This is an optimization exercise on Yosys and OpenROAD, whose aim is small area and a short achievable clock period, not a production implementation. RTL that was checked went through simulation tests only; none was proved equivalent to the original. Function not checked in run 2: the RTL went through the layout flow alone. Power and IR drop assume default switching activity.

==> flow/design.v, too long to show whole: its modules and the start of the top module <==
// module FloatingPointMultiplierSingle: 1230 lines
module FloatingPointMultiplierSingle (clk,reset,en,inputA,inputB,result, OF);
  // ...
==> flow/flow/run.sh <==
#!/bin/bash
# Standard ORFS layout with two changes: Yosys's generic ABC pass before
# full-adder extraction is skipped (SYNTH_ARGS=-noabc), so the hand-written
# adder tree maps to full-adder cells without extra inverters; and the port
# buffers are buf_2 cells instead of the default delay-buffer choice.
# Registers are unchanged. ORFS writes each tool's log under orfs/logs.
set -euo pipefail
bash standard.sh SYNTH_ARGS=-noabc "BUFFER_PORTS_ARGS=-buffer_cell sky130_fd_sc_hd__buf_2" finish > standard.log 2>&1
==> flow/standard.sh <==
#!/bin/bash
# synth_recipe.tcl (not shown) runs the flow's synth.tcl, then flattens the netlist and writes it again
# the make line also repeats each setting of config.mk as NAME=value (left out here)
make -C /OpenROAD-flow-scripts/flow DESIGN_CONFIG=/design/flow/config.mk WORK_HOME=/design/flow/orfs CLKGATE_MAP_FILE= SYNTH_SCRIPT=/design/flow/synth_recipe.tcl "${@:-finish}"
==> flow/config.mk <==
export PLATFORM = sky130hd
export DESIGN_NAME = FloatingPointMultiplierSingle
export DESIGN_NICKNAME = FloatingPointMultiplierSingle
export VERILOG_FILES = /design/flow/design.v
export SDC_FILE = /design/flow/constraint.sdc
export NUM_CORES = 4
export LEC_CHECK = 0
export CAP_MARGIN = 20
export CORE_MARGIN = 2
export CORE_UTILIZATION = 45
export CTS_BUF_LIST = sky130_fd_sc_hd__clkbuf_4
export SETUP_SLACK_MARGIN = 5
export SLEW_MARGIN = 20
export TNS_END_PERCENT = 100
==> flow/constraint.sdc <==
create_clock -name core_clock -period 11.0 [get_ports {clk}]
set_input_delay 2.2000 -clock core_clock [delete_from_list [all_inputs] [get_ports {clk}]]
set_output_delay 2.2000 -clock core_clock [all_outputs]
set_load 0.01 [all_outputs]
==> out/results.tsv, run 1 <==
metric	value	unit
Crit Reg-Reg Startpoint	q_pp[17]$_DFFE_PP_	
TritonCTS clock tree	yes	
Synth top area share	27.8	%
internal power	3.45	mW
critical path launch point	inputB[17]	
Max Root-Sink Buffers	2	
Critical Path RT	11370	ps
Post-CTS Setup Bufs	1	
Max Fclk	0.169	GHz
clock sink total	116	
number of non-clock buffers	131	
Synth area leaders	fa_1 28%, xnor2_1 13%, edfxtp_1 13%, a22oi_1 9.6%, ha_1 9.2%	
Synth-to-Final Area Change	7.39	%
cells on worst reg2reg path	21	
Max stage delay on crit path	710	ps
IO Port Bufs	99	
met1 usage	35.2	%
syn_nets	2337	
grt peak-use layer	met2	
flop-to-flop setup slack	5490	ps
Synth Area in Compound Gates	17.8	%
max-slew violations	0	
Clock power frac	4.6	%
clock latency on the worst-skew pair	610	ps
outcome	complete, no violations	
top cell category	multi-input combinational cells	
met3 WL post-DR	4860	um
CP max-delay cell	inv_2	
seq pwr	0.954	mW
Fillers	3880	
Mapped Cells	1868	
critical path, cell by cell	buf_2, ha_1, nand2b_1, inv_2, xnor2_1, fa_1, fa_1, fa_1, fa_1, ha_1, ha_1	
Inverters	96	
I/O pins	100	
==> inputs of run 2 (changes only) <==
--- a/flow/design.v
+++ b/flow/design.v
@@ -913,21 +913,21 @@
 wire s865 = c858 ^ s863 ^ c860;
 wire c866 = (c858 & s863) | (c858 & c860) | (s863 & c860);
 wire s867 = 1'b1 ^ ma[22] ^ pp300;
 wire c868 = (1'b1 & ma[22]) | (1'b1 & pp300) | (ma[22] & pp300);
 wire s869 = c864 ^ s867;
 wire c870 = c864 & s867;
 wire s871 = ma[23] ^ ~neg11 ^ c868;
 wire c872 = (ma[23] & ~neg11) | (ma[23] & c868) | (~neg11 & c868);
-wire [69:0] pp_bits = {s871, c870, s869, c866, s865, c862, s861, c856, s855, c850, s849, c842, s841, c834, s833, c824, s823, c814, s813, c802, s801, c790, s789, c776, s775, c762, s761, c746, s745, c730, s729, c714, s713, c698, s711, s697, c680, s679, c662, s677, s661, c640, c642, s641, s639, c620, s619, c596, s595, c574, s573, c554, s571, s553, c534, s533, c514, s513, c496, s495, c478, s477, c462, c460, s461, c444, s443, c428, s427, c412};
-wire [15:0] low0 = {c398, c384, s381, c360, c350, s347, s337, c324, s321, s315, s309, s305, c302, pp26, pp2, pp1};
-wire [15:0] low1 = {s411, s397, s383, s371, s359, s349, s339, s331, s323, s317, s311, s307, s303, s301, 1'b0, neg0};
-wire [16:0] lowsum = low0 + low1;
-wire cK = lowsum[16];    
+wire [73:0] pp_bits = {s871, c870, s869, c866, s865, c862, s861, c856, s855, c850, s849, c842, s841, c834, s833, c824, s823, c814, s813, c802, s801, c790, s789, c776, s775, c762, s761, c746, s745, c730, s729, c714, s713, c698, s711, s697, c680, s679, c662, s677, s661, c640, c642, s641, s639, c620, s619, c596, s595, c574, s573, c554, s571, s553, c534, s533, c514, s513, c496, s495, c478, s477, c462, c460, s461, c444, s443, c428, s427, c412, s411, c398, s397, c384};
+wire [13:0] low0 = {s381, c360, c350, s347, s337, c324, s321, s315, s309, s305, c302, pp26, pp2, pp1};
+wire [13:0] low1 = {s383, s371, s359, s349, s339, s331, s323, s317, s311, s307, s303, s301, 1'b0, neg0};
+wire [14:0] lowsum = low0 + low1;
+wire cK = lowsum[14];    
 wire po931 = B[1] | B[0];
 wire po932 = B[3] | B[2];
 wire po933 = B[5] | B[4];
 wire po934 = B[7] | B[6];
 wire po935 = B[9] | B[8];
 wire po936 = B[11] | B[10];
 wire po937 = B[13] | B[12];
 wire po938 = B[15] | B[14];
@@ -975,95 +975,95 @@
 wire sticky = |(A[22:0] & {preB[0], preB[1], preB[2], preB[3], preB[4], preB[5], preB[6], preB[7], preB[8], preB[9], preB[10], preB[11], preB[12], preB[13], preB[14], preB[15], preB[16], preB[17], preB[18], preB[19], preB[20], preB[21], preB[22]});
 wire [8:0] e0 = {1'b0, A[30:23]} + {1'b0, B[30:23]} - 9'd127;
 wire a_mz = A[22:0] == 23'd0, b_mz = B[22:0] == 23'd0;
 wire a_ef = A[30:23] == 8'hff, b_ef = B[30:23] == 8'hff;
 wire zf = (a_mz & A[30:23] == 8'h00) | (b_mz & B[30:23] == 8'h00);
 wire inf = (a_mz & a_ef) | (b_mz & b_ef);
 wire nan = (zf & inf) | (~a_mz & a_ef) | (~b_mz & b_ef);
 wire [1:0] cls = nan ? 2'b10 : zf ? 2'b00 : inf ? 2'b01 : 2'b11;
-reg [69:0] q_pp;
+reg [73:0] q_pp;
 reg q_cK, q_sticky, q_sign, q_of0;
 reg [7:0] q_e0;
 reg [1:0] q_cls;
 always @(posedge clk) begin
   if (reset) begin
     q_sign <= 1'b0; q_cls <= 2'b00;
   end else if (en) begin
     q_sign <= A[31] ^ B[31]; q_cls <= cls;
   end
 end
 always @(posedge clk) begin
   if (en) begin
     q_pp <= pp_bits; q_cK <= cK; q_sticky <= sticky;
     q_of0 <= e0[8]; q_e0 <= e0[7:0];
   end
 end
-wire s873 = q_pp[6] ^ q_pp[7];
-wire c874 = q_pp[6] & q_pp[7];
-wire s875 = q_pp[9] ^ q_pp[10];
-wire c876 = q_pp[9] & q_pp[10];
-wire s877 = q_pp[11] ^ q_pp[12];
-wire c878 = q_pp[11] & q_pp[12];
-wire s879 = q_pp[13] ^ q_pp[14];
-wire c880 = q_pp[13] & q_pp[14];
-wire s881 = q_pp[15] ^ q_pp[16];
-wire c882 = q_pp[15] & q_pp[16];
-wire s883 = q_pp[17] ^ q_pp[18] ^ q_pp[19];
-wire c884 = (q_pp[17] & q_pp[18]) | (q_pp[17] & q_pp[19]) | (q_pp[18] & q_pp[19]);
-wire s885 = q_pp[20] ^ q_pp[21];
-wire c886 = q_pp[20] & q_pp[21];
-wire s887 = q_pp[22] ^ q_pp[23];
-wire c888 = q_pp[22] & q_pp[23];
-wire s889 = q_pp[24] ^ q_pp[25] ^ q_pp[26];
-wire c890 = (q_pp[24] & q_pp[25]) | (q_pp[24] & q_pp[26]) | (q_pp[25] & q_pp[26]);
-wire s891 = q_pp[27] ^ q_pp[28] ^ q_pp[29];
-wire c892 = (q_pp[27] & q_pp[28]) | (q_pp[27] & q_pp[29]) | (q_pp[28] & q_pp[29]);
-wire s893 = q_pp[30] ^ q_pp[31] ^ q_pp[32];
-wire c894 = (q_pp[30] & q_pp[31]) | (q_pp[30] & q_pp[32]) | (q_pp[31] & q_pp[32]);
-wire s895 = q_pp[33] ^ q_pp[34];
-wire c896 = q_pp[33] & q_pp[34];
-wire s897 = q_pp[35] ^ q_pp[36] ^ q_pp[37];
-wire c898 = (q_pp[35] & q_pp[36]) | (q_pp[35] & q_pp[37]) | (q_pp[36] & q_pp[37]);
-wire s899 = q_pp[38] ^ q_pp[39];
-wire c900 = q_pp[38] & q_pp[39];
-wire s901 = q_pp[40] ^ q_pp[41];
-wire c902 = q_pp[40] & q_pp[41];
-wire s903 = q_pp[42] ^ q_pp[43];
-wire c904 = q_pp[42] & q_pp[43];
-wire s905 = q_pp[44] ^ q_pp[45];
-wire c906 = q_pp[44] & q_pp[45];
-wire s907 = q_pp[46] ^ q_pp[47];
-wire c908 = q_pp[46] & q_pp[47];
-wire s909 = q_pp[48] ^ q_pp[49];
-wire c910 = q_pp[48] & q_pp[49];
-wire s911 = q_pp[50] ^ q_pp[51];
-wire c912 = q_pp[50] & q_pp[51];
-wire s913 = q_pp[52] ^ q_pp[53];
-wire c914 = q_pp[52] & q_pp[53];
-wire s915 = q_pp[54] ^ q_pp[55];
-wire c916 = q_pp[54] & q_pp[55];
-wire s917 = q_pp[56] ^ q_pp[57];
-wire c918 = q_pp[56] & q_pp[57];
-wire s919 = q_pp[58] ^ q_pp[59];
-wire c920 = q_pp[58] & q_pp[59];
-wire s921 = q_pp[60] ^ q_pp[61];
-wire c922 = q_pp[60] & q_pp[61];
-wire s923 = q_pp[62] ^ q_pp[63];
-wire c924 = q_pp[62] & q_pp[63];
-wire s925 = q_pp[64] ^ q_pp[65];
-wire c926 = q_pp[64] & q_pp[65];
-wire s927 = q_pp[66] ^ q_pp[67];
-wire c928 = q_pp[66] & q_pp[67];
-wire s929 = q_pp[68] ^ q_pp[69];
-wire c930 = q_pp[68] & q_pp[69];
-wire [31:0] row0 = {c928, c926, c924, c922, c920, c918, c916, c914, c912, c910, c908, c906, c904, c902, c900, c898, c896, c894, c892, c890, c888, c886, c884, c882, c880, c878, c876, c874, q_pp[8], q_pp[4], q_pp[2], q_pp[0]};
-wire [31:0] row1 = {s929, s927, s925, s923, s921, s919, s917, s915, s913, s911, s909, s907, s905, s903, s901, s899, s897, s895, s893, s891, s889, s887, s885, s883, s881, s879, s877, s875, s873, q_pp[5], q_pp[3], q_pp[1]};
-wire [31:0] ag = row0 & row1;
-wire [31:0] ap = row0 ^ row1;
+wire s873 = q_pp[10] ^ q_pp[11];
+wire c874 = q_pp[10] & q_pp[11];
+wire s875 = q_pp[13] ^ q_pp[14];
+wire c876 = q_pp[13] & q_pp[14];
+wire s877 = q_pp[15] ^ q_pp[16];
+wire c878 = q_pp[15] & q_pp[16];
+wire s879 = q_pp[17] ^ q_pp[18];
+wire c880 = q_pp[17] & q_pp[18];
+wire s881 = q_pp[19] ^ q_pp[20];
+wire c882 = q_pp[19] & q_pp[20];
+wire s883 = q_pp[21] ^ q_pp[22] ^ q_pp[23];
+wire c884 = (q_pp[21] & q_pp[22]) | (q_pp[21] & q_pp[23]) | (q_pp[22] & q_pp[23]);
+wire s885 = q_pp[24] ^ q_pp[25];
+wire c886 = q_pp[24] & q_pp[25];
+wire s887 = q_pp[26] ^ q_pp[27];
+wire c888 = q_pp[26] & q_pp[27];
+wire s889 = q_pp[28] ^ q_pp[29] ^ q_pp[30];
+wire c890 = (q_pp[28] & q_pp[29]) | (q_pp[28] & q_pp[30]) | (q_pp[29] & q_pp[30]);
+wire s891 = q_pp[31] ^ q_pp[32] ^ q_pp[33];
+wire c892 = (q_pp[31] & q_pp[32]) | (q_pp[31] & q_pp[33]) | (q_pp[32] & q_pp[33]);
+wire s893 = q_pp[34] ^ q_pp[35] ^ q_pp[36];
+wire c894 = (q_pp[34] & q_pp[35]) | (q_pp[34] & q_pp[36]) | (q_pp[35] & q_pp[36]);
+wire s895 = q_pp[37] ^ q_pp[38];
+wire c896 = q_pp[37] & q_pp[38];
+wire s897 = q_pp[39] ^ q_pp[40] ^ q_pp[41];
+wire c898 = (q_pp[39] & q_pp[40]) | (q_pp[39] & q_pp[41]) | (q_pp[40] & q_pp[41]);
+wire s899 = q_pp[42] ^ q_pp[43];
+wire c900 = q_pp[42] & q_pp[43];
+wire s901 = q_pp[44] ^ q_pp[45];
+wire c902 = q_pp[44] & q_pp[45];
+wire s903 = q_pp[46] ^ q_pp[47];
+wire c904 = q_pp[46] & q_pp[47];
+wire s905 = q_pp[48] ^ q_pp[49];
+wire c906 = q_pp[48] & q_pp[49];
+wire s907 = q_pp[50] ^ q_pp[51];
+wire c908 = q_pp[50] & q_pp[51];
+wire s909 = q_pp[52] ^ q_pp[53];
+wire c910 = q_pp[52] & q_pp[53];
+wire s911 = q_pp[54] ^ q_pp[55];
+wire c912 = q_pp[54] & q_pp[55];
+wire s913 = q_pp[56] ^ q_pp[57];
+wire c914 = q_pp[56] & q_pp[57];
+wire s915 = q_pp[58] ^ q_pp[59];
+wire c916 = q_pp[58] & q_pp[59];
+wire s917 = q_pp[60] ^ q_pp[61];
+wire c918 = q_pp[60] & q_pp[61];
+wire s919 = q_pp[62] ^ q_pp[63];
+wire c920 = q_pp[62] & q_pp[63];
+wire s921 = q_pp[64] ^ q_pp[65];
+wire c922 = q_pp[64] & q_pp[65];
+wire s923 = q_pp[66] ^ q_pp[67];
+wire c924 = q_pp[66] & q_pp[67];
+wire s925 = q_pp[68] ^ q_pp[69];
+wire c926 = q_pp[68] & q_pp[69];
+wire s927 = q_pp[70] ^ q_pp[71];
+wire c928 = q_pp[70] & q_pp[71];
+wire s929 = q_pp[72] ^ q_pp[73];
+wire c930 = q_pp[72] & q_pp[73];
+wire [33:0] row0 = {c928, c926, c924, c922, c920, c918, c916, c914, c912, c910, c908, c906, c904, c902, c900, c898, c896, c894, c892, c890, c888, c886, c884, c882, c880, c878, c876, c874, q_pp[12], q_pp[8], q_pp[6], q_pp[4], q_pp[2], q_pp[0]};
+wire [33:0] row1 = {s929, s927, s925, s923, s921, s919, s917, s915, s913, s911, s909, s907, s905, s903, s901, s899, s897, s895, s893, s891, s889, s887, s885, s883, s881, s879, s877, s875, s873, q_pp[9], q_pp[7], q_pp[5], q_pp[3], q_pp[1]};
+wire [33:0] ag = row0 & row1;
+wire [33:0] ap = row0 ^ row1;
 wire G979 = ag[0] | (ap[0] & q_cK);
 wire Pg980 = ap[0] & 1'b0;
 wire G981 = ag[2] | (ap[2] & ag[1]);
 wire Pg982 = ap[2] & ap[1];
 wire G983 = ag[4] | (ap[4] & ag[3]);
 wire Pg984 = ap[4] & ap[3];
 wire G985 = ag[6] | (ap[6] & ag[5]);
 wire Pg986 = ap[6] & ap[5];
@@ -1086,140 +1086,146 @@
 wire G1003 = ag[24] | (ap[24] & ag[23]);
 wire Pg1004 = ap[24] & ap[23];
 wire G1005 = ag[26] | (ap[26] & ag[25]);
 wire Pg1006 = ap[26] & ap[25];
 wire G1007 = ag[28] | (ap[28] & ag[27]);
 wire Pg1008 = ap[28] & ap[27];
 wire G1009 = ag[30] | (ap[30] & ag[29]);
 wire Pg1010 = ap[30] & ap[29];
-wire G1011 = G981 | (Pg982 & G979);
-wire Pg1012 = Pg982 & Pg980;
-wire G1013 = G985 | (Pg986 & G983);
-wire Pg1014 = Pg986 & Pg984;
-wire G1015 = G989 | (Pg990 & G987);
-wire Pg1016 = Pg990 & Pg988;
-wire G1017 = G993 | (Pg994 & G991);
-wire Pg1018 = Pg994 & Pg992;
-wire G1019 = G997 | (Pg998 & G995);
-wire Pg1020 = Pg998 & Pg996;
-wire G1021 = G1001 | (Pg1002 & G999);
-wire Pg1022 = Pg1002 & Pg1000;
-wire G1023 = G1005 | (Pg1006 & G1003);
-wire Pg1024 = Pg1006 & Pg1004;
-wire G1025 = G1009 | (Pg1010 & G1007);
-wire Pg1026 = Pg1010 & Pg1008;
-wire G1027 = G1013 | (Pg1014 & G1011);
-wire Pg1028 = Pg1014 & Pg1012;
-wire G1029 = G1017 | (Pg1018 & G1015);
-wire Pg1030 = Pg1018 & Pg1016;
-wire G1031 = G1021 | (Pg1022 & G1019);
-wire Pg1032 = Pg1022 & Pg1020;
-wire G1033 = G1025 | (Pg1026 & G1023);
-wire Pg1034 = Pg1026 & Pg1024;
-wire G1035 = G1029 | (Pg1030 & G1027);
-wire Pg1036 = Pg1030 & Pg1028;
-wire G1037 = G1033 | (Pg1034 & G1031);
-wire Pg1038 = Pg1034 & Pg1032;
-wire G1039 = G1037 | (Pg1038 & G1035);
-wire Pg1040 = Pg1038 & Pg1036;
-wire G1041 = G1031 | (Pg1032 & G1035);
-wire Pg1042 = Pg1032 & Pg1036;
-wire G1043 = G1015 | (Pg1016 & G1027);
-wire Pg1044 = Pg1016 & Pg1028;
-wire G1045 = G1019 | (Pg1020 & G1035);
-wire Pg1046 = Pg1020 & Pg1036;
-wire G1047 = G1023 | (Pg1024 & G1041);
-wire Pg1048 = Pg1024 & Pg1042;
-wire G1049 = G983 | (Pg984 & G1011);
-wire Pg1050 = Pg984 & Pg1012;
-wire G1051 = G987 | (Pg988 & G1027);
-wire Pg1052 = Pg988 & Pg1028;
-wire G1053 = G991 | (Pg992 & G1043);
-wire Pg1054 = Pg992 & Pg1044;
-wire G1055 = G995 | (Pg996 & G1035);
-wire Pg1056 = Pg996 & Pg1036;
-wire G1057 = G999 | (Pg1000 & G1045);
-wire Pg1058 = Pg1000 & Pg1046;
-wire G1059 = G1003 | (Pg1004 & G1041);
-wire Pg1060 = Pg1004 & Pg1042;
-wire G1061 = G1007 | (Pg1008 & G1047);
-wire Pg1062 = Pg1008 & Pg1048;
-wire G1063 = ag[1] | (ap[1] & G979);
-wire Pg1064 = ap[1] & Pg980;
-wire G1065 = ag[3] | (ap[3] & G1011);
-wire Pg1066 = ap[3] & Pg1012;
-wire G1067 = ag[5] | (ap[5] & G1049);
-wire Pg1068 = ap[5] & Pg1050;
-wire G1069 = ag[7] | (ap[7] & G1027);
-wire Pg1070 = ap[7] & Pg1028;
-wire G1071 = ag[9] | (ap[9] & G1051);
-wire Pg1072 = ap[9] & Pg1052;
-wire G1073 = ag[11] | (ap[11] & G1043);
-wire Pg1074 = ap[11] & Pg1044;
-wire G1075 = ag[13] | (ap[13] & G1053);
-wire Pg1076 = ap[13] & Pg1054;
-wire G1077 = ag[15] | (ap[15] & G1035);
-wire Pg1078 = ap[15] & Pg1036;
-wire G1079 = ag[17] | (ap[17] & G1055);
-wire Pg1080 = ap[17] & Pg1056;
-wire G1081 = ag[19] | (ap[19] & G1045);
-wire Pg1082 = ap[19] & Pg1046;
-wire G1083 = ag[21] | (ap[21] & G1057);
-wire Pg1084 = ap[21] & Pg1058;
-wire G1085 = ag[23] | (ap[23] & G1041);
-wire Pg1086 = ap[23] & Pg1042;
-wire G1087 = ag[25] | (ap[25] & G1059);
-wire Pg1088 = ap[25] & Pg1060;
-wire G1089 = ag[27] | (ap[27] & G1047);
-wire Pg1090 = ap[27] & Pg1048;
-wire G1091 = ag[29] | (ap[29] & G1061);
-wire Pg1092 = ap[29] & Pg1062;
-wire [31:0] carry = {G1039, G1091, G1061, G1089, G1047, G1087, G1059, G1085, G1041, G1083, G1057, G1081, G1045, G1079, G1055, G1077, G1035, G1075, G1053, G1073, G1043, G1071, G1051, G1069, G1027, G1067, G1049, G1065, G1011, G1063, G979, q_cK};
-wire [31:0] P = ap ^ carry;   
-wire n = P[31];
-wire [22:0] m_sel = n ? P[30:8] : P[29:7];
-wire m_inc = n ? (P[7] & q_sticky) : P[6];
-wire Ap1093 = m_sel[1] & m_sel[0];
-wire Ap1094 = m_sel[3] & m_sel[2];
-wire Ap1095 = m_sel[5] & m_sel[4];
-wire Ap1096 = m_sel[7] & m_sel[6];
-wire Ap1097 = m_sel[9] & m_sel[8];
-wire Ap1098 = m_sel[11] & m_sel[10];
-wire Ap1099 = m_sel[13] & m_sel[12];
-wire Ap1100 = m_sel[15] & m_sel[14];
-wire Ap1101 = m_sel[17] & m_sel[16];
-wire Ap1102 = m_sel[19] & m_sel[18];
-wire Ap1103 = m_sel[21] & m_sel[20];
-wire Ap1104 = Ap1094 & Ap1093;
-wire Ap1105 = Ap1096 & Ap1095;
-wire Ap1106 = Ap1098 & Ap1097;
-wire Ap1107 = Ap1100 & Ap1099;
-wire Ap1108 = Ap1102 & Ap1101;
-wire Ap1109 = Ap1105 & Ap1104;
-wire Ap1110 = Ap1107 & Ap1106;
-wire Ap1111 = Ap1110 & Ap1109;
-wire Ap1112 = Ap1106 & Ap1109;
-wire Ap1113 = Ap1108 & Ap1111;
-wire Ap1114 = Ap1095 & Ap1104;
-wire Ap1115 = Ap1097 & Ap1109;
-wire Ap1116 = Ap1099 & Ap1112;
-wire Ap1117 = Ap1101 & Ap1111;
-wire Ap1118 = Ap1103 & Ap1113;
-wire Ap1119 = m_sel[2] & Ap1093;
-wire Ap1120 = m_sel[4] & Ap1104;
-wire Ap1121 = m_sel[6] & Ap1114;
-wire Ap1122 = m_sel[8] & Ap1109;
-wire Ap1123 = m_sel[10] & Ap1115;
-wire Ap1124 = m_sel[12] & Ap1112;
-wire Ap1125 = m_sel[14] & Ap1116;
-wire Ap1126 = m_sel[16] & Ap1111;
-wire Ap1127 = m_sel[18] & Ap1117;
-wire Ap1128 = m_sel[20] & Ap1113;
-wire [22:0] ones = {Ap1118, Ap1128, Ap1113, Ap1127, Ap1117, Ap1126, Ap1111, Ap1125, Ap1116, Ap1124, Ap1112, Ap1123, Ap1115, Ap1122, Ap1109, Ap1121, Ap1114, Ap1120, Ap1104, Ap1119, Ap1093, m_sel[0], 1'b1};
+wire G1011 = ag[32] | (ap[32] & ag[31]);
+wire Pg1012 = ap[32] & ap[31];
+wire G1013 = G981 | (Pg982 & G979);
+wire Pg1014 = Pg982 & Pg980;
+wire G1015 = G985 | (Pg986 & G983);
+wire Pg1016 = Pg986 & Pg984;
+wire G1017 = G989 | (Pg990 & G987);
+wire Pg1018 = Pg990 & Pg988;
+wire G1019 = G993 | (Pg994 & G991);
+wire Pg1020 = Pg994 & Pg992;
+wire G1021 = G997 | (Pg998 & G995);
+wire Pg1022 = Pg998 & Pg996;
+wire G1023 = G1001 | (Pg1002 & G999);
+wire Pg1024 = Pg1002 & Pg1000;
+wire G1025 = G1005 | (Pg1006 & G1003);
+wire Pg1026 = Pg1006 & Pg1004;
+wire G1027 = G1009 | (Pg1010 & G1007);
+wire Pg1028 = Pg1010 & Pg1008;
+wire G1029 = G1015 | (Pg1016 & G1013);
+wire Pg1030 = Pg1016 & Pg1014;
+wire G1031 = G1019 | (Pg1020 & G1017);
+wire Pg1032 = Pg1020 & Pg1018;
+wire G1033 = G1023 | (Pg1024 & G1021);
+wire Pg1034 = Pg1024 & Pg1022;
+wire G1035 = G1027 | (Pg1028 & G1025);
+wire Pg1036 = Pg1028 & Pg1026;
+wire G1037 = G1031 | (Pg1032 & G1029);
+wire Pg1038 = Pg1032 & Pg1030;
+wire G1039 = G1035 | (Pg1036 & G1033);
+wire Pg1040 = Pg1036 & Pg1034;
+wire G1041 = G1039 | (Pg1040 & G1037);
+wire Pg1042 = Pg1040 & Pg1038;
+wire G1043 = G1033 | (Pg1034 & G1037);
+wire Pg1044 = Pg1034 & Pg1038;
+wire G1045 = G1017 | (Pg1018 & G1029);
+wire Pg1046 = Pg1018 & Pg1030;
+wire G1047 = G1021 | (Pg1022 & G1037);
+wire Pg1048 = Pg1022 & Pg1038;
+wire G1049 = G1025 | (Pg1026 & G1043);
+wire Pg1050 = Pg1026 & Pg1044;
+wire G1051 = G983 | (Pg984 & G1013);
+wire Pg1052 = Pg984 & Pg1014;
+wire G1053 = G987 | (Pg988 & G1029);
+wire Pg1054 = Pg988 & Pg1030;
+wire G1055 = G991 | (Pg992 & G1045);
+wire Pg1056 = Pg992 & Pg1046;
+wire G1057 = G995 | (Pg996 & G1037);
+wire Pg1058 = Pg996 & Pg1038;
+wire G1059 = G999 | (Pg1000 & G1047);
+wire Pg1060 = Pg1000 & Pg1048;
+wire G1061 = G1003 | (Pg1004 & G1043);
+wire Pg1062 = Pg1004 & Pg1044;
+wire G1063 = G1007 | (Pg1008 & G1049);
+wire Pg1064 = Pg1008 & Pg1050;
+wire G1065 = G1011 | (Pg1012 & G1041);
+wire Pg1066 = Pg1012 & Pg1042;
+wire G1067 = ag[1] | (ap[1] & G979);
+wire Pg1068 = ap[1] & Pg980;
+wire G1069 = ag[3] | (ap[3] & G1013);
+wire Pg1070 = ap[3] & Pg1014;
+wire G1071 = ag[5] | (ap[5] & G1051);
+wire Pg1072 = ap[5] & Pg1052;
+wire G1073 = ag[7] | (ap[7] & G1029);
+wire Pg1074 = ap[7] & Pg1030;
+wire G1075 = ag[9] | (ap[9] & G1053);
+wire Pg1076 = ap[9] & Pg1054;
+wire G1077 = ag[11] | (ap[11] & G1045);
+wire Pg1078 = ap[11] & Pg1046;
+wire G1079 = ag[13] | (ap[13] & G1055);
+wire Pg1080 = ap[13] & Pg1056;
+wire G1081 = ag[15] | (ap[15] & G1037);
+wire Pg1082 = ap[15] & Pg1038;
+wire G1083 = ag[17] | (ap[17] & G1057);
+wire Pg1084 = ap[17] & Pg1058;
+wire G1085 = ag[19] | (ap[19] & G1047);
+wire Pg1086 = ap[19] & Pg1048;
+wire G1087 = ag[21] | (ap[21] & G1059);
+wire Pg1088 = ap[21] & Pg1060;
+wire G1089 = ag[23] | (ap[23] & G1043);
+wire Pg1090 = ap[23] & Pg1044;
+wire G1091 = ag[25] | (ap[25] & G1061);
+wire Pg1092 = ap[25] & Pg1062;
+wire G1093 = ag[27] | (ap[27] & G1049);
+wire Pg1094 = ap[27] & Pg1050;
+wire G1095 = ag[29] | (ap[29] & G1063);
+wire Pg1096 = ap[29] & Pg1064;
+wire G1097 = ag[31] | (ap[31] & G1041);
+wire Pg1098 = ap[31] & Pg1042;
+wire [33:0] carry = {G1065, G1097, G1041, G1095, G1063, G1093, G1049, G1091, G1061, G1089, G1043, G1087, G1059, G1085, G1047, G1083, G1057, G1081, G1037, G1079, G1055, G1077, G1045, G1075, G1053, G1073, G1029, G1071, G1051, G1069, G1013, G1067, G979, q_cK};
+wire [33:0] P = ap ^ carry;   
+wire n = P[33];
+wire [22:0] m_sel = n ? P[32:10] : P[31:9];
+wire m_inc = n ? (P[9] & q_sticky) : P[8];
+wire Ap1099 = m_sel[1] & m_sel[0];
+wire Ap1100 = m_sel[3] & m_sel[2];
+wire Ap1101 = m_sel[5] & m_sel[4];
+wire Ap1102 = m_sel[7] & m_sel[6];
+wire Ap1103 = m_sel[9] & m_sel[8];
+wire Ap1104 = m_sel[11] & m_sel[10];
+wire Ap1105 = m_sel[13] & m_sel[12];
+wire Ap1106 = m_sel[15] & m_sel[14];
+wire Ap1107 = m_sel[17] & m_sel[16];
+wire Ap1108 = m_sel[19] & m_sel[18];
+wire Ap1109 = m_sel[21] & m_sel[20];
+wire Ap1110 = Ap1100 & Ap1099;
+wire Ap1111 = Ap1102 & Ap1101;
+wire Ap1112 = Ap1104 & Ap1103;
+wire Ap1113 = Ap1106 & Ap1105;
+wire Ap1114 = Ap1108 & Ap1107;
+wire Ap1115 = Ap1111 & Ap1110;
+wire Ap1116 = Ap1113 & Ap1112;
+wire Ap1117 = Ap1116 & Ap1115;
+wire Ap1118 = Ap1112 & Ap1115;
+wire Ap1119 = Ap1114 & Ap1117;
+wire Ap1120 = Ap1101 & Ap1110;
+wire Ap1121 = Ap1103 & Ap1115;
+wire Ap1122 = Ap1105 & Ap1118;
+wire Ap1123 = Ap1107 & Ap1117;
+wire Ap1124 = Ap1109 & Ap1119;
+wire Ap1125 = m_sel[2] & Ap1099;
+wire Ap1126 = m_sel[4] & Ap1110;
+wire Ap1127 = m_sel[6] & Ap1120;
+wire Ap1128 = m_sel[8] & Ap1115;
+wire Ap1129 = m_sel[10] & Ap1121;
+wire Ap1130 = m_sel[12] & Ap1118;
+wire Ap1131 = m_sel[14] & Ap1122;
+wire Ap1132 = m_sel[16] & Ap1117;
+wire Ap1133 = m_sel[18] & Ap1123;
+wire Ap1134 = m_sel[20] & Ap1119;
+wire [22:0] ones = {Ap1124, Ap1134, Ap1119, Ap1133, Ap1123, Ap1132, Ap1117, Ap1131, Ap1122, Ap1130, Ap1118, Ap1129, Ap1121, Ap1128, Ap1115, Ap1127, Ap1120, Ap1126, Ap1110, Ap1125, Ap1099, m_sel[0], 1'b1};
 wire [22:0] mant = m_sel ^ ({23{m_inc}} & ones);
 wire [7:0] expo = q_e0 + n;
 wire normal = q_cls == 2'b11;
 assign OF = normal & (q_of0 ^ (n & (&q_e0)));
 wire [31:0] O;
 assign O[31] = q_sign;
 assign O[30:23] = normal ? expo : (q_cls == 2'b00 ? 8'h00 : 8'hff);
 assign O[22:0] = normal ? mant : (q_cls == 2'b10 ? 23'h7fffff : 23'h0);
==> flow/config.mk (replaced) <==
export PLATFORM = sky130hd
export DESIGN_NAME = FloatingPointMultiplierSingle
export DESIGN_NICKNAME = FloatingPointMultiplierSingle
export VERILOG_FILES = /design/flow/design.v
export SDC_FILE = /design/flow/constraint.sdc
export NUM_CORES = 4
export LEC_CHECK = 0
export CAP_MARGIN = 20
export CORE_MARGIN = 2
export CORE_UTILIZATION = 45
export CTS_BUF_LIST = sky130_fd_sc_hd__clkbuf_4 sky130_fd_sc_hd__clkbuf_8
export SETUP_SLACK_MARGIN = 5
export SLEW_MARGIN = 20
export TNS_END_PERCENT = 100
==> run 2 against run 1 <==
Worst hold slack about the same. Critical endpoint is now q_pp[38]$_DFFE_PP_. Combinational power about the same. Critical path type unchanged. Largest cell class unchanged. Maximum frequency decreased by 0.92%. Still clean.
==> out/results.tsv, run 2 <==
metric	value	unit	change
syn_nets	2368		was 2,337
xor and xnor area share after synthesis	14.7	%	was 14.6%
top flop regs	q_pp: 74 flops, result: 32 flops, q_e0: 8 flops		was q_pp: 70 flops, result: 32 flops, q_e0: 8 flops
DIE AREA	44500	um2	was 43,800 um2
commonest non-fill, non-tap cell in the layout	xnor2_1		unchanged
Post-synth top flop	edfxtp_1		unchanged
initial antenna violation count	1		unchanged
internal power	3.54	mW	was 3.45 mW
cts bufs inserted	17		unchanged
final cell count without fillers	2435		was 2,407
Worst VDD drop	0.185	mV	was 0.216 mV
total number of vias	15200		was 14,900
Die Width	211	um	was 209 um
Clock Skew	24.4	ps	was 24.0 ps
largest family of logic cells by synthesized area	adder cells		unchanged
Mapped Cells	1899		was 1,868
TritonCTS clock tree	yes		unchanged
flop-to-flop setup slack	5420	ps	was 5490 ps
Clock power frac	6.0	%	was 4.6%
Comb pwr share	79.8	%	was 81.5%
H-tree depth	4		unchanged
Worst setup SP type	input port		unchanged
max reg flops	74		was 70
post-synth top area cell	fa_1		unchanged
Cell Pwr Density	339	nW/um2	was 336 nW/um2
Hold Crit Class	reg2reg		unchanged
Total Wirelength	58900	um	was 56,800 um
vias in the first global route	15700		was 15,400
Synth-to-Final Area Change	7.58	%	was 7.39%
IO Port Bufs	99		unchanged
syn_area_per_cell	10.1	um2	was 10.2 um2
clock root buffer	clkbuf_8		was clkbuf_4
r2r endpoint	result[22]$_SDFFE_PP0P_		was result[21]$_SDFFE_PP0P_
Yosys cell types	77		was 73
Crit Reg-Reg Startpoint	q_pp[13]$_DFFE_PP_		was q_pp[17]$_DFFE_PP_
Die Ht	211	um	was 209 um
Max Cap Violations	0		unchanged
cells on worst reg2reg path	21		unchanged
final RePlAce weighted congestion	0.884		was 0.902
most flop-heavy register	q_pp		unchanged
crit path to	q_pp[38]$_DFFE_PP_		was q_pp[23]$_DFFE_PP_
final setup TNS	0	ps	unchanged
mux contribution to synthesized area	1.57	%	was 1.80%
dpl hpwl	40000	um	was 39,400 um
Site Rows	75		unchanged
Adder-Cell Fraction of Synth Area	36.4	%	was 36.9%
hold slack	460	ps	about the same
1st-pass router iterations	6		was 5
clock latency on the worst-skew pair	490	ps	was 610 ps
Sw Ratio	49.6	%	about the same
NumNets Final	2351		was 2,323
hold bufs inserted after CTS	0		unchanged
setup violators final	0		unchanged
RSZ-0062 raised after global routing	true		unchanged
Post-Synth Simple-Gate Area	7.25	%	was 7.14%
drt drc	0		unchanged
global-route wire length before repair	91200	um	was 89,100 um
initial drt markers	1434		was 1,381
maximum fanout along the worst path	25		unchanged
#FFs+latches synth	120		was 116
Place WS	3930	ps	was 4060 ps
Post-synth top cells	289 x xnor2_1, 263 x fa_1, 242 x a22oi_1		was 284 x xnor2_1, 263 x fa_1, 243 x a22oi_1
Seq/Total Area, Yosys	16.9	%	was 16.5%
vias per std cell	6.24		was 6.19
largest net degree at the start of global routing	65		was 70
routed wire length per instance	24.2	um	was 23.6 um
most frequent cells in the layout	289 x xnor2_1, 261 x fa_1, 242 x a22oi_1, 129 x ha_1, 96 x buf_2		was 283 x xnor2_1, 260 x fa_1, 242 x a22oi_1, 127 x ha_1, 96 x buf_2
Max Root-Sink Buffers	2		unchanged
yosys warns	1		unchanged
Synth area leaders	fa_1 27%, edfxtp_1 13%, xnor2_1 13%, a22oi_1 9.4%, ha_1 9.0%		was fa_1 28%, xnor2_1 13%, edfxtp_1 13%, a22oi_1 9.6%, ha_1 9.2%
sequential share of power	14.2	%	was 13.9%
I/O pins	100		unchanged
worst slew pin tran	901	ps	was 915 ps
clock sink total	120		was 116
final worst slack	5040	ps	was 5090 ps
max_slew headroom	39.8	%	was 38.9%
Synth Area in Compound Gates	18.1	%	was 17.8%
Async SR Flop Fraction	0	%	unchanged
count leader, synth	xnor2_1		unchanged
remaining global-route overflow	0		unchanged
switching pwr	3.48	mW	was 3.39 mW
critical path class	in2reg		unchanged
critical path launch point	inputB[19]		was inputB[17]
post-placement cell count	2391		was 2,359
Synth top area share	27.3	%	was 27.8%
Post-synth EDFFs	85		was 81
Final Hold Vio Count	0		unchanged
Critical Path RT	11210	ps	was 11,370 ps
Static Leak	7.98	nW	was 7.92 nW
gr usage total	26.7	%	was 26.3%
clock-pin transition on the worst setup and hold timing paths	90	ps	was 110 ps
share of cells above drive strength 1	11.5	%	was 12.3%
Tcrit/Tclk final	54.2	%	was 53.7%
CP Capture Type	flop		unchanged
core area	42100	um2	was 41,800 um2
max-slew violations	0		unchanged
crit path DAT	6170	ps	was 6270 ps
Design Power	7.02	mW	was 6.85 mW
hold path cells	1		was 2
outcome	complete, no violations		unchanged
Post-Syn Area	19300	um2	was 19,000 um2
Detail Route Antenna Nets	0		unchanged
Max Fclk	0.168	GHz	was 0.169 GHz
minimum clock period	5960	ps	was 5910 ps
initial core utilization	45.7	%	was 45.4%
## run 2: through the flow
| stage | utilization (%) | cell area (um2) |
|---|---|---|
| floorplan | - | 19300 |
| global placement | 47.3 | 19900 |
| detailed placement | 47.3 | 19900 |
| CTS | 48.7 | 20500 |
| global route | 49.2 | 20700 |
| finish | 49.2 | 20700 |
## run 2: worst min path at each step
stage,start,endpoint,slack (ps)
after detailed placement,result[6]$_SDFFE_PP0P_,result[6]$_SDFFE_PP0P_,440
after CTS,result[6]$_SDFFE_PP0P_,result[6]$_SDFFE_PP0P_,460
after global placement,result[6]$_SDFFE_PP0P_,result[6]$_SDFFE_PP0P_,430
after global routing,result[6]$_SDFFE_PP0P_,result[6]$_SDFFE_PP0P_,470
final,result[6]$_SDFFE_PP0P_,result[6]$_SDFFE_PP0P_,460
after floorplan,q_sign$_SDFFE_PP0P_,q_sign$_SDFFE_PP0P_,460
## run 2: area by class of cell
type | instances | area, um2
diodes | 1 | 2.50
inverters | 95 | 408
clock buffers | 17 | 234
well taps | 539 | 674
repair buffers | 128 | 754
flip-flops and latches | 120 | 3250
fillers | 3859 | 21400
clock inverters | 15 | 165
multi-input cells | 1520 | 15200
## run 2: power groups by stage
stage	Combinational [mW]	Clock (mW)	Sequential, mW
after global placement	5.17	0	1.01
final	5.60	0.419	0.996
after detailed placement	5.29	0	1.01
after floorplan	3.87	0	0.993
after global routing	6.31	0.448	1.02
after CTS	5.44	0.427	0.999
## run 2: routing by layer
layer / vias up / track usage (%) / routed length (um)
met4: 0 / 10.1 / 1840
li1: 6712 / - / -
met2: 800 / 43.7 / 26900
met1: 7562 / 35.3 / 25100
met3: 130 / 5.14 / 5080
met5: - / 0 / 0
## run 2: worst max-delay path, cell delays in order
cell and delay (ps):
buf_2 170, ha_1 200, nand2b_1 250, inv_2 710, xnor2_1 210, fa_1 470, fa_1 480, fa_1 430
fa_1 570, fa_1 440
## run 2: kinds of logic (layout without fill, tap and decap cells)
| family | after synthesis | in the layout |
|---|---|---|
| AND/OR/NAND/NOR | 281 | 281 |
| XOR/XNOR | 323 | 323 |
| flip-flops | 120 | 120 |
| other | 0 | 1 |
| buffers and inverters | 260 | 255 |
| AO/OA/AOI/OAI | 483 | 484 |
| multiplexers | 30 | 30 |
| adder cells (fa/ha/maj) | 402 | 402 |
## run 2: what timing repair did
item                                    in CTS  in global routing
cloned                                       1                  1
buffers inserted                             1                  8
pin swaps                                    3                  7
resized for setup                           31                 28
endpoints found under the setup margin      47                 24

static timing again, ports no longer ideal:
No port has a modelled driver above. Below, the same layouts with a new extraction and two added sets of constraints.
Step 1 sets driving cells, clkbuf_16 on the clock port and buf_2 on the other inputs (assumed; they add their load-dependent delay and slew).
Step 2 adds t to the input delays and takes it off the output delays; t is the mean of the earliest and latest rising clock arrival at the registers after step 1. Input paths then give back, and output paths get back, about the clock's delay inside the block.
Three values: ideal ports, drivers, drivers and shift; two values: the first two.
| run | t (ns) | slack for setup (ns) | latest minus earliest clock arrival (ns) | worst register clock-pin slew, ns |
|---|---|---|---|---|
| run 1 | 0.645 | 5.094 / 5.077 / 4.479 | 0.024 / 0.024 | 0.13 / 0.13 |
| run 2 | 0.518 | 5.039 / 5.062 / 4.544 | 0.034 / 0.034 | 0.10 / 0.10 |
After both steps setup and hold are still met in every run listed. For run 1, which loses most, drivers alone change the setup slack by -0.017 ns; drivers and shift together by -0.615 ns.
